Context: an optimization exercise on an open-source flow, tuned for small area and a short achievable clock period. The choices shown serve that exercise and are no tape-out recipe.
The RTL was checked by simulation tests, not by an equivalence proof against the original design.
Power figures rest on the tool's default switching activity, not on a simulated workload.

==> pepper <==
## cpu
module cpu (clk,clrn,inst,pc,alu_out,reg1,reg2);
    input  [31:0] inst;
    input         clk, clrn;
    output [31:0] pc;
    output [31:0] alu_out;
    output [31:0] reg1, reg2;
    wire [5:0] op = inst[31:26];
    wire [4:0] rc = inst[25:21];
    wire [4:0] ra = inst[20:16];
    wire [4:0] rb = inst[15:11];
    wire [3:0] f  = op[3:0];
    reg  [31:0] pc_q;
    reg  [31:0] r1, r2, r3, r4, r5;
    reg         zf_q, sf_q, cf_q;
    assign pc   = pc_q;
    assign reg1 = r5;
    assign reg2 = r4;
    wire [31:0] a = ({32{ra == 5'd1}} & r1) | ({32{ra == 5'd2}} & r2) |
                    ({32{ra == 5'd3}} & r3) | ({32{ra == 5'd4}} & r4) |
                    ({32{ra == 5'd5}} & r5);
    wire        imm_sel = ~op[5] & op[4];
    wire [31:0] b = ({32{~imm_sel & (rb == 5'd1)}} & r1) | ({32{~imm_sel & (rb == 5'd2)}} & r2) |
                    ({32{~imm_sel & (rb == 5'd3)}} & r3) | ({32{~imm_sel & (rb == 5'd4)}} & r4) |
                    ({32{~imm_sel & (rb == 5'd5)}} & r5) |
                    ({32{imm_sel}} & {{16{inst[15]}}, inst[15:0]});
    wire alu_grp = ~op[5];
    wire d_sub = alu_grp & ((f == 4'd1) | (f == 4'd9));
    wire d_mul = alu_grp & (f == 4'd2);
    wire d_and = alu_grp & (f == 4'd3);
    wire d_or  = alu_grp & (f == 4'd4);
    wire d_xor = alu_grp & (f == 4'd5);
    wire d_sll = alu_grp & (f == 4'd6);
    wire d_srl = alu_grp & (f == 4'd7);
    wire d_sra = alu_grp & (f == 4'd8);
    wire d_sum = ~(d_and | d_or | d_xor | d_sll | d_srl | d_sra);
  ...
make LEC_CHECK=0 ABC_AREA=1 CAP_MARGIN=20 CORE_MARGIN=2 CORE_UTILIZATION=40 SETUP_SLACK_MARGIN=5 SLEW_MARGIN=20 finish   # period 20.0 ns
run.sh (not shown) runs the stock make flow with config.mk's settings and CLKGATE_MAP_FILE= SYNTH_SCRIPT=/design/flow/synth_recipe.tcl, a recipe that flattens the netlist after the stock synthesis.
==> inputs of nickel, as changes to pepper <==
==> flow/flow/run.sh (new file) <==
#!/bin/bash
# The standard layout, with the port buffers made from sky130_fd_sc_hd__buf_1
# cells instead of the cell buffer_ports picks by default.
set -euo pipefail
bash standard.sh synth > synth.log 2>&1
bash standard.sh "BUFFER_PORTS_ARGS=-buffer_cell sky130_fd_sc_hd__buf_1" finish > layout.log 2>&1
==> flow/standard.sh (new file) <==
#!/bin/bash
# synth_recipe.tcl (not shown) runs the flow's synth.tcl, then flattens the netlist and writes it again
# the make line also repeats each setting of config.mk as NAME=value (left out here)
make -C /OpenROAD-flow-scripts/flow DESIGN_CONFIG=/design/flow/config.mk WORK_HOME=/design/flow/orfs CLKGATE_MAP_FILE= SYNTH_SCRIPT=/design/flow/synth_recipe.tcl "${@:-finish}"
TNS_END_PERCENT = 10   (was default)
removed: flow/run.sh
==> inputs of quartz, as changes to pepper <==
--- a/flow/design.v
+++ b/flow/design.v
@@ -620,34 +620,33 @@
     wire G381 = G349 | (P350 & G337);
     wire G383 = G351 | (P352 & G337);
     wire G385 = G353 | (P354 & G337);
     wire [31:0] g = {g0_31, g0_30, g0_29, g0_28, g0_27, g0_26, g0_25, g0_24, g0_23, g0_22, g0_21, g0_20, g0_19, g0_18, g0_17, g0_16, g0_15, g0_14, g0_13, g0_12, g0_11, g0_10, g0_9, g0_8, g0_7, g0_6, g0_5, g0_4, g0_3, g0_2, g0_1, g0_0};
     wire [31:0] p = {p0_31, p0_30, p0_29, p0_28, p0_27, p0_26, p0_25, p0_24, p0_23, p0_22, p0_21, p0_20, p0_19, p0_18, p0_17, p0_16, p0_15, p0_14, p0_13, p0_12, p0_11, p0_10, p0_9, p0_8, p0_7, p0_6, p0_5, p0_4, p0_3, p0_2, p0_1, p0_0};
     wire [31:0] c = {G383, G381, G379, G377, G375, G373, G371, G369, G367, G365, G363, G361, G359, G357, G355, G337, G335, G333, G331, G329, G327, G325, G323, G297, G295, G293, G291, G261, G259, G227, gg0, cin};
     wire        cout = G385;
-    wire [31:0] sum = p ^ c;
     wire        right = d_srl | d_sra;
     wire        fill  = d_sra & a[31];
     reg  [31:0] a_rev;
     integer i;
     always @* for (i = 0; i < 32; i = i + 1) a_rev[i] = a[31-i];
     wire [32:0] sw = {right ? a : a_rev, 1'b0};
     wire [4:0]  n  = b[4:0];
     wire [32:0] s0 = n[0] ? {{1{fill}},  sw[32:1]}  : sw;
     wire [32:0] s1 = n[1] ? {{2{fill}},  s0[32:2]}  : s0;
     wire [32:0] s2 = n[2] ? {{4{fill}},  s1[32:4]}  : s1;
     wire [32:0] s3 = n[3] ? {{8{fill}},  s2[32:8]}  : s2;
     wire [32:0] s4 = n[4] ? {{16{fill}}, s3[32:16]} : s3;
     reg  [31:0] shl;
     always @* for (i = 0; i < 32; i = i + 1) shl[i] = s4[32-i];
-    wire [31:0] r = ({32{d_sum}} & sum) |
-                    ({32{d_and | d_or}} & g) |
-                    ({32{d_or | d_xor}} & p) |
-                    ({32{d_sll}} & shl) |
-                    ({32{right}} & s4[32:1]);
+    wire [31:0] pr = ({32{d_sum | d_or | d_xor}} & p) |
+                     ({32{d_and | d_or}} & g) |
+                     ({32{d_sll}} & shl) |
+                     ({32{right}} & s4[32:1]);
+    wire [31:0] r = pr ^ ({32{d_sum}} & c);
     wire cf = (d_sum & ~d_mul & cout) | ((d_sll | right) & s4[0]);
     assign alu_out = r;
     wire wreg = alu_grp & (f <= 4'd8);
     always @(posedge clk or negedge clrn)
         if (!clrn) begin
             r1 <= 0; r2 <= 0; r3 <= 0; r4 <= 0; r5 <= 0;
         end else if (wreg) begin
==> flow/flow/run.sh (new file) <==
#!/bin/bash
# The standard layout, with the port buffers made from sky130_fd_sc_hd__buf_1
# cells instead of the cell buffer_ports picks by default, and timing repair
# aiming at a setup slack margin of 4.5 ns.
set -euo pipefail
bash standard.sh synth > synth.log 2>&1
bash standard.sh "BUFFER_PORTS_ARGS=-buffer_cell sky130_fd_sc_hd__buf_1" SETUP_SLACK_MARGIN=4.5 finish > layout.log 2>&1
==> flow/standard.sh (new file) <==
#!/bin/bash
# synth_recipe.tcl (not shown) runs the flow's synth.tcl, then flattens the netlist and writes it again
# the make line also repeats each setting of config.mk as NAME=value (left out here)
make -C /OpenROAD-flow-scripts/flow DESIGN_CONFIG=/design/flow/config.mk WORK_HOME=/design/flow/orfs CLKGATE_MAP_FILE= SYNTH_SCRIPT=/design/flow/synth_recipe.tcl "${@:-finish}"
TNS_END_PERCENT = 10   (was default)
removed: flow/run.sh
==> qor summary <==
|  | nickel | quartz | pepper |
|---|---|---|---|
| Status | finished clean | finished clean | finished clean |
| Number of nets in the final layout | 3435 | 3443 | 3488 |
| Fillers | 5338 | 5452 | 5252 |
| Total number of multi-input combinational cells | 2266 | 2337 | 2265 |
| Cell with the most instances on the worst path | inv_1 | - | nor2_1 |
| Critical Path Stages | 34 | 34 | 28 |
| Top metal layer carrying routed signals | met5 | met4 | met5 |
| Worst setup skew after layout | 0.0199 ns | 0.0159 ns | 0.0177 ns |
| Pin count of the biggest net entering global routing | 93 | 94 | 85 |
| Non-clock inverter total of the final layout | 423 | 433 | 423 |
| Number of buffers and inverters on the critical path | 12 | 12 | 8 |
| Number of global-route vias before repair | 22800 | 21900 | 22800 |
| Post-Route WL | 103000 um | 101000 um | 107000 um |
| Initial antenna violation count | 1 | 2 | 3 |
| Multi-input combinational area share | 59.0% | 59.7% | 55.9% |
| Internal cell power | 0.000960 W | 0.000958 W | 0.00104 W |
| Effective utilization at floorplan | 40.6% | 40.2% | 40.6% |
| Dpl hpwl | 73500 um | 76000 um | 73300 um |
| Post-layout utilization of the core | 47.3% | 45.0% | 50.8% |
| Worst hold margin | 0.546 ns | 0.526 ns | 0.519 ns |
| Avg Cell Area, Syn | 6.97 um^2 | 6.68 um^2 | 6.97 um^2 |
| Complex-gate fraction of the synthesized area | 14.7% | 15.7% | 14.7% |
| Violation count after the first detailed-routing iteration | 3159 | 3068 | 3258 |

-- port drivers added, routing unchanged --
The flow's constraints put no driver on any port. The routed layouts listed below were extracted and timed again, unchanged, in two steps.
Step 1 (the two cells are an assumption about what drives the block):
set clk [get_ports {clk}]
set_driving_cell -lib_cell sky130_fd_sc_hd__clkbuf_16 $clk
set_driving_cell -lib_cell sky130_fd_sc_hd__buf_2 [delete_from_list [all_inputs] $clk]
Step 2 moves the port delays by t, midway between the first and last clock arrival at a register: inputs arrive t later, outputs are due t later. That takes back most of the time a late clock gives input paths.
Slacks: ideal ports / drivers / drivers and shift; pairs: ideal ports / drivers.
| run | shift t [ns] | slack for setup (ns) | worst setup path after step 2 | worst slew at a driven data input, ns |
|---|---|---|---|---|
| pepper | 0.514 | 5.093 / 5.033 / 5.033 | input to output | 0.07 |
| nickel | 0.516 | 5.141 / 5.117 / 5.117 | input to output | 0.05 |
| quartz | 0.525 | 4.676 / 4.643 / 4.643 | input to output | 0.07 |
After both steps every run listed still meets setup and hold. For pepper, which loses most, drivers alone change the setup slack by -0.060 ns; drivers and shift together by -0.060 ns.
